From an optimization exercise on the open Yosys and OpenROAD flow, aimed at small area and few clock cycles; shortcuts taken in it are not production practice. The RTL was checked by simulation tests, not by an equivalence proof against the original design. Power and IR drop assume default switching activity.

==> inputs of run a <==
Design rwt_sample_pack, start of the top module:
module rwt_sample_pack #(
  parameter UWIDTH = 56
)(
  input               clk,
  input               aresetn,
  output              s_axi_ready,
  input               s_axi_valid,
  input [3:0]         s_axi_enables,
  input [63:0]        s_axi_data,
  input [UWIDTH-1:0]  s_axi_user,
  input               s_axi_last,
  input               m_axi_ready,
  output              m_axi_valid,
  output [63:0]       m_axi_data,
  output [UWIDTH-1:0] m_axi_user,
  output              m_axi_last
);
==> module rwt_sample_pack, before the edit <==
module rwt_sample_pack #(
  parameter UWIDTH = 56
)(
  input               clk,
  input               aresetn,
  output              s_axi_ready,
  input               s_axi_valid,
  input [3:0]         s_axi_enables,
  input [63:0]        s_axi_data,
  input [UWIDTH-1:0]  s_axi_user,
  input               s_axi_last,
  input               m_axi_ready,
  output              m_axi_valid,
  output [63:0]       m_axi_data,
  output [UWIDTH-1:0] m_axi_user,
  output              m_axi_last
);
  wire        en_a = |s_axi_enables[1:0];
  wire        en_b = |s_axi_enables[3:2];
  wire        both = en_a & en_b;
  reg         out_valid;
  reg         hold_valid;
  reg [31:0]  out_hi;       
  reg [31:0]  out_lo;
  reg [UWIDTH-1:0] out_user;
  reg         out_last;     
  wire        free = ~out_valid | m_axi_ready;
  assign s_axi_ready = free;
  assign m_axi_valid = out_valid;
  assign m_axi_data  = {out_hi, out_lo};
  assign m_axi_user  = out_user;
  assign m_axi_last  = out_last;
  wire        lo_keep = ~free;
  wire        lo_a    = free & en_a;           
  wire        lo_b    = free & ~en_a;          
  wire        hi_load = free & ~hold_valid;
  wire        hi_keep = ~hi_load;
  wire        hi_a    = hi_load & en_a & ~en_b;
  wire        hi_b    = hi_load & ~(en_a & ~en_b);
  always @(posedge clk)
  begin
    if (aresetn == 1'b0) begin
      out_valid <= 1'b0;
      hold_valid <= 1'b0;
    end else if (free) begin
      out_valid <= s_axi_valid & (hold_valid | both);
      if (s_axi_valid)
        hold_valid <= ~hold_valid & ~both;
    end
  end
  always @(posedge clk)
  begin
    out_lo <= ({32{lo_keep}} & out_lo) |
              ({32{lo_a}} & s_axi_data[31:0]) |
              ({32{lo_b}} & s_axi_data[63:32]);
    out_hi <= ({32{hi_keep}} & out_hi) |
              ({32{hi_a}} & s_axi_data[31:0]) |
              ({32{hi_b}} & s_axi_data[63:32]);
    if (free) begin
      out_user <= s_axi_user;
      out_last <= s_axi_last | (hold_valid & out_last);
    end
  end
endmodule
==> flow/config.mk <==
export PLATFORM = sky130hd
export DESIGN_NAME = rwt_sample_pack
export DESIGN_NICKNAME = rwt_sample_pack
export VERILOG_FILES = /design/flow/design.v
export SDC_FILE = /design/flow/constraint.sdc
export NUM_CORES = 4
export LEC_CHECK = 0
export CAP_MARGIN = 20
export CORE_MARGIN = 2
export CORE_UTILIZATION = 35
export CTS_BUF_LIST = sky130_fd_sc_hd__clkbuf_4
export PLACE_DENSITY = 0.6
export SLEW_MARGIN = 20
==> flow/constraint.sdc <==
create_clock -name core_clock -period 4.0 [get_ports {clk}]
set_input_delay 0.8000 -clock core_clock [delete_from_list [all_inputs] [get_ports {clk}]]
set_output_delay 0.8000 -clock core_clock [all_outputs]
set_load 0.01 [all_outputs]
standard.sh (not shown) runs the stock make flow with config.mk's settings and CLKGATE_MAP_FILE= SYNTH_SCRIPT=/design/flow/synth_recipe.tcl, a recipe that flattens the netlist after the stock synthesis.
==> flow/flow/run.sh <==
#!/bin/bash
# The standard layout, with these changes:
# - synthesis is the standard one (synth_recipe.tcl, run by flow/synth.tcl)
#   except that ABC maps the combinational logic with flow/abc.script, an
#   area-oriented mapping (amap); the flip-flops are mapped before ABC runs,
#   so they are the standard synthesis's;
# - every port is buffered by the smallest buffer (sky130_fd_sc_hd__buf_1)
#   instead of the one buffer_ports picks by default;
# - the floorplan does not resize cells for timing estimated with wire-load
#   models (REMOVE_ABC_BUFFERS=1; ABC inserted no buffers to remove);
# - clock tree synthesis adds no dummy loads to balance the leaf buffers
#   (CTS_ARGS: the standard arguments plus -dont_use_dummy_load);
# - before the placement's repair_design, cells off the critical paths are
#   downsized (repair_timing -recover_power, flow/pre_resize.tcl).
set -euo pipefail
here=$(pwd)
bash standard.sh "SYNTH_SCRIPT=$here/flow/synth.tcl" \
  "FLOW_SYNTH_TCL=$here/synth_recipe.tcl" "MY_ABC_SCRIPT=$here/flow/abc.script" \
  "BUFFER_PORTS_ARGS=-buffer_cell sky130_fd_sc_hd__buf_1" \
  "PRE_RESIZE_TCL=$here/flow/pre_resize.tcl" REMOVE_ABC_BUFFERS=1 \
  "CTS_ARGS=-sink_clustering_enable -repair_clock_nets -dont_use_dummy_load -buf_list sky130_fd_sc_hd__clkbuf_16 -sink_clustering_size 32 -sink_clustering_max_diameter 120" \
  finish > make_finish.log 2>&1
==> flow/flow/abc.script <==
strash
dch -f
amap
topo
==> flow/flow/pre_resize.tcl <==
# Downsize cells off the critical paths before repair_design.
set_dont_use $::env(DONT_USE_CELLS)
estimate_parasitics -placement
repair_timing -verbose -recover_power 100
==> flow/flow/synth.tcl <==
# The standard synthesis (synth_recipe.tcl), with ABC's script replaced.
proc abc {args} {
  set i [lsearch -exact $args -script]
  if { $i >= 0 } {
    lset args [expr {$i + 1}] $::env(MY_ABC_SCRIPT)
  }
  puts "abc with script $::env(MY_ABC_SCRIPT)"
  yosys abc {*}$args
}
source $::env(FLOW_SYNTH_TCL)
==> inputs of run b, as changes to run a <==
==> flow/flow/run.sh (replaced) <==
#!/bin/bash
# The standard layout, with two changes: every port is buffered by the
# smallest buffer (sky130_fd_sc_hd__buf_1) instead of the one buffer_ports
# picks by default, and before the placement's repair_design, cells off the
# critical paths are downsized (repair_timing -recover_power, in
# flow/pre_resize.tcl); repair_design then fixes any slew or load the
# downsizing broke.
set -euo pipefail
bash standard.sh "BUFFER_PORTS_ARGS=-buffer_cell sky130_fd_sc_hd__buf_1" \
  "PRE_RESIZE_TCL=$(pwd)/flow/pre_resize.tcl" finish > make_finish.log 2>&1
ABC_AREA = 1   (was default)
removed: flow/flow/abc.script
removed: flow/flow/synth.tcl
==> inputs of run c, as changes to run a <==
--- a/flow/design.v
+++ b/flow/design.v
@@ -98,4 +98,5 @@
   wire        en_b = |s_axi_enables[3:2];
   wire        both = en_a & en_b;
+  wire [31:0] half = en_a ? s_axi_data[31:0] : s_axi_data[63:32];
   reg         out_valid;
   reg         hold_valid;
@@ -110,11 +111,4 @@
   assign m_axi_user  = out_user;
   assign m_axi_last  = out_last;
-  wire        lo_keep = ~free;
-  wire        lo_a    = free & en_a;           
-  wire        lo_b    = free & ~en_a;          
-  wire        hi_load = free & ~hold_valid;
-  wire        hi_keep = ~hi_load;
-  wire        hi_a    = hi_load & en_a & ~en_b;
-  wire        hi_b    = hi_load & ~(en_a & ~en_b);
   always @(posedge clk)
   begin
@@ -130,13 +124,10 @@
   always @(posedge clk)
   begin
-    out_lo <= ({32{lo_keep}} & out_lo) |
-              ({32{lo_a}} & s_axi_data[31:0]) |
-              ({32{lo_b}} & s_axi_data[63:32]);
-    out_hi <= ({32{hi_keep}} & out_hi) |
-              ({32{hi_a}} & s_axi_data[31:0]) |
-              ({32{hi_b}} & s_axi_data[63:32]);
     if (free) begin
+      out_lo <= half;
       out_user <= s_axi_user;
       out_last <= s_axi_last | (hold_valid & out_last);
+      if (~hold_valid)
+        out_hi <= (en_a & ~en_b) ? s_axi_data[31:0] : s_axi_data[63:32];
     end
   end
==> flow/flow/run.sh (replaced) <==
#!/bin/bash
# The standard layout, with these changes: every port is buffered by the
# smallest buffer (sky130_fd_sc_hd__buf_1) instead of the one buffer_ports
# picks by default; before the placement's repair_design and again after
# global routing, cells off the critical paths are downsized
# (repair_timing -recover_power; flow/pre_resize.tcl and RECOVER_POWER), and
# after global routing repair_design fixes any slew or load the downsizing
# broke (flow/post_grt.tcl).
set -euo pipefail
bash standard.sh "BUFFER_PORTS_ARGS=-buffer_cell sky130_fd_sc_hd__buf_1" \
  "PRE_RESIZE_TCL=$(pwd)/flow/pre_resize.tcl" RECOVER_POWER=100 \
  "POST_GLOBAL_ROUTE_TCL=$(pwd)/flow/post_grt.tcl" finish > make_finish.log 2>&1
==> flow/flow/post_grt.tcl (new file) <==
# Fix any slew or load the power recovery broke, then legalise and reroute.
global_route -start_incremental
repair_design -verbose -slew_margin $::env(SLEW_MARGIN) -cap_margin $::env(CAP_MARGIN)
detailed_placement
global_route -end_incremental
estimate_parasitics -global_routing
removed: flow/flow/abc.script
removed: flow/flow/synth.tcl
==> impl_metrics.csv <==
group,metric,value,unit
run_status,status,"complete, no violations",
floorplanning,die_area,0.01418,mm2
sta,min_period,2.735,ns
floorplanning,fp.dieW,119.1,um
power,power.total,0.002788,W
grt,grt_pass1_wl,15.23,mm
floorplanning,die_h,119.1,um
finish,layoutNonFillerInstCount,664,
the above is filed under run c

==> impl_metrics.csv <==
group,metric,value,unit
run_status,status,"complete, no violations",
grt,grt_pass1_wl,18.01,mm
floorplanning,io_pins,252,
sta,holdWs,0.4465,ns
power,power.total,0.002875,W
floorplanning,die_h,115.6,um
place,dp.cells,830,
finish,multi_input_area_share,20.56,%
sta,min_period,2.276,ns
power,peakVddDrop,0.1837,mV
floorplanning,die_area,0.01337,mm2
finish,layoutNonFillerInstCount,864,
the above is filed under run b

==> impl_metrics.csv <==
group,metric,value,unit
floorplanning,die_area,0.01231,mm2
finish,layoutNonFillerInstCount,687,
sta,min_period,3.084,ns
grt,grt_pass1_wl,17.88,mm
run_status,status,"complete, no violations",
floorplanning,fp.dieW,110.9,um
floorplanning,die_h,110.9,um
power,power.total,0.003107,W
the above is filed under run a

Testbench counts of run a, summed over its fixed seeds: cycles 26,703.
Testbench counts of run b, summed over its fixed seeds: cycles 26,703.
Testbench counts of run c, summed over its fixed seeds: cycles 26,703.

re-timing with driven ports:
The flow's constraints put no driver on any port. The routed layouts listed below were extracted and timed again, unchanged, in two steps.
Step 1: set_driving_cell puts a clkbuf_16 on clk and a buf_2 on each other input, an assumption about the parent block.
Step 2 also shifts input and output timing later by t, the mid clock arrival at the registers, as if the neighbouring blocks saw the same clock.
Slacks: ideal ports / drivers / drivers and shift; pairs: ideal ports / drivers.
run | t (ns) | setup WS [ns] | worst data-port slew with drivers (ns)
run a | 0.430 | 0.916 / 0.932 / 0.502 | 0.06
run b | 0.546 | 1.724 / 1.696 / 1.194 | 0.06
run c | 0.533 | 1.265 / 1.277 / 0.744 | 0.06
After both steps setup and hold are still met in every run listed. The setup slack of run b, which loses most, moves by -0.028 ns with the drivers and by -0.530 ns with both steps.
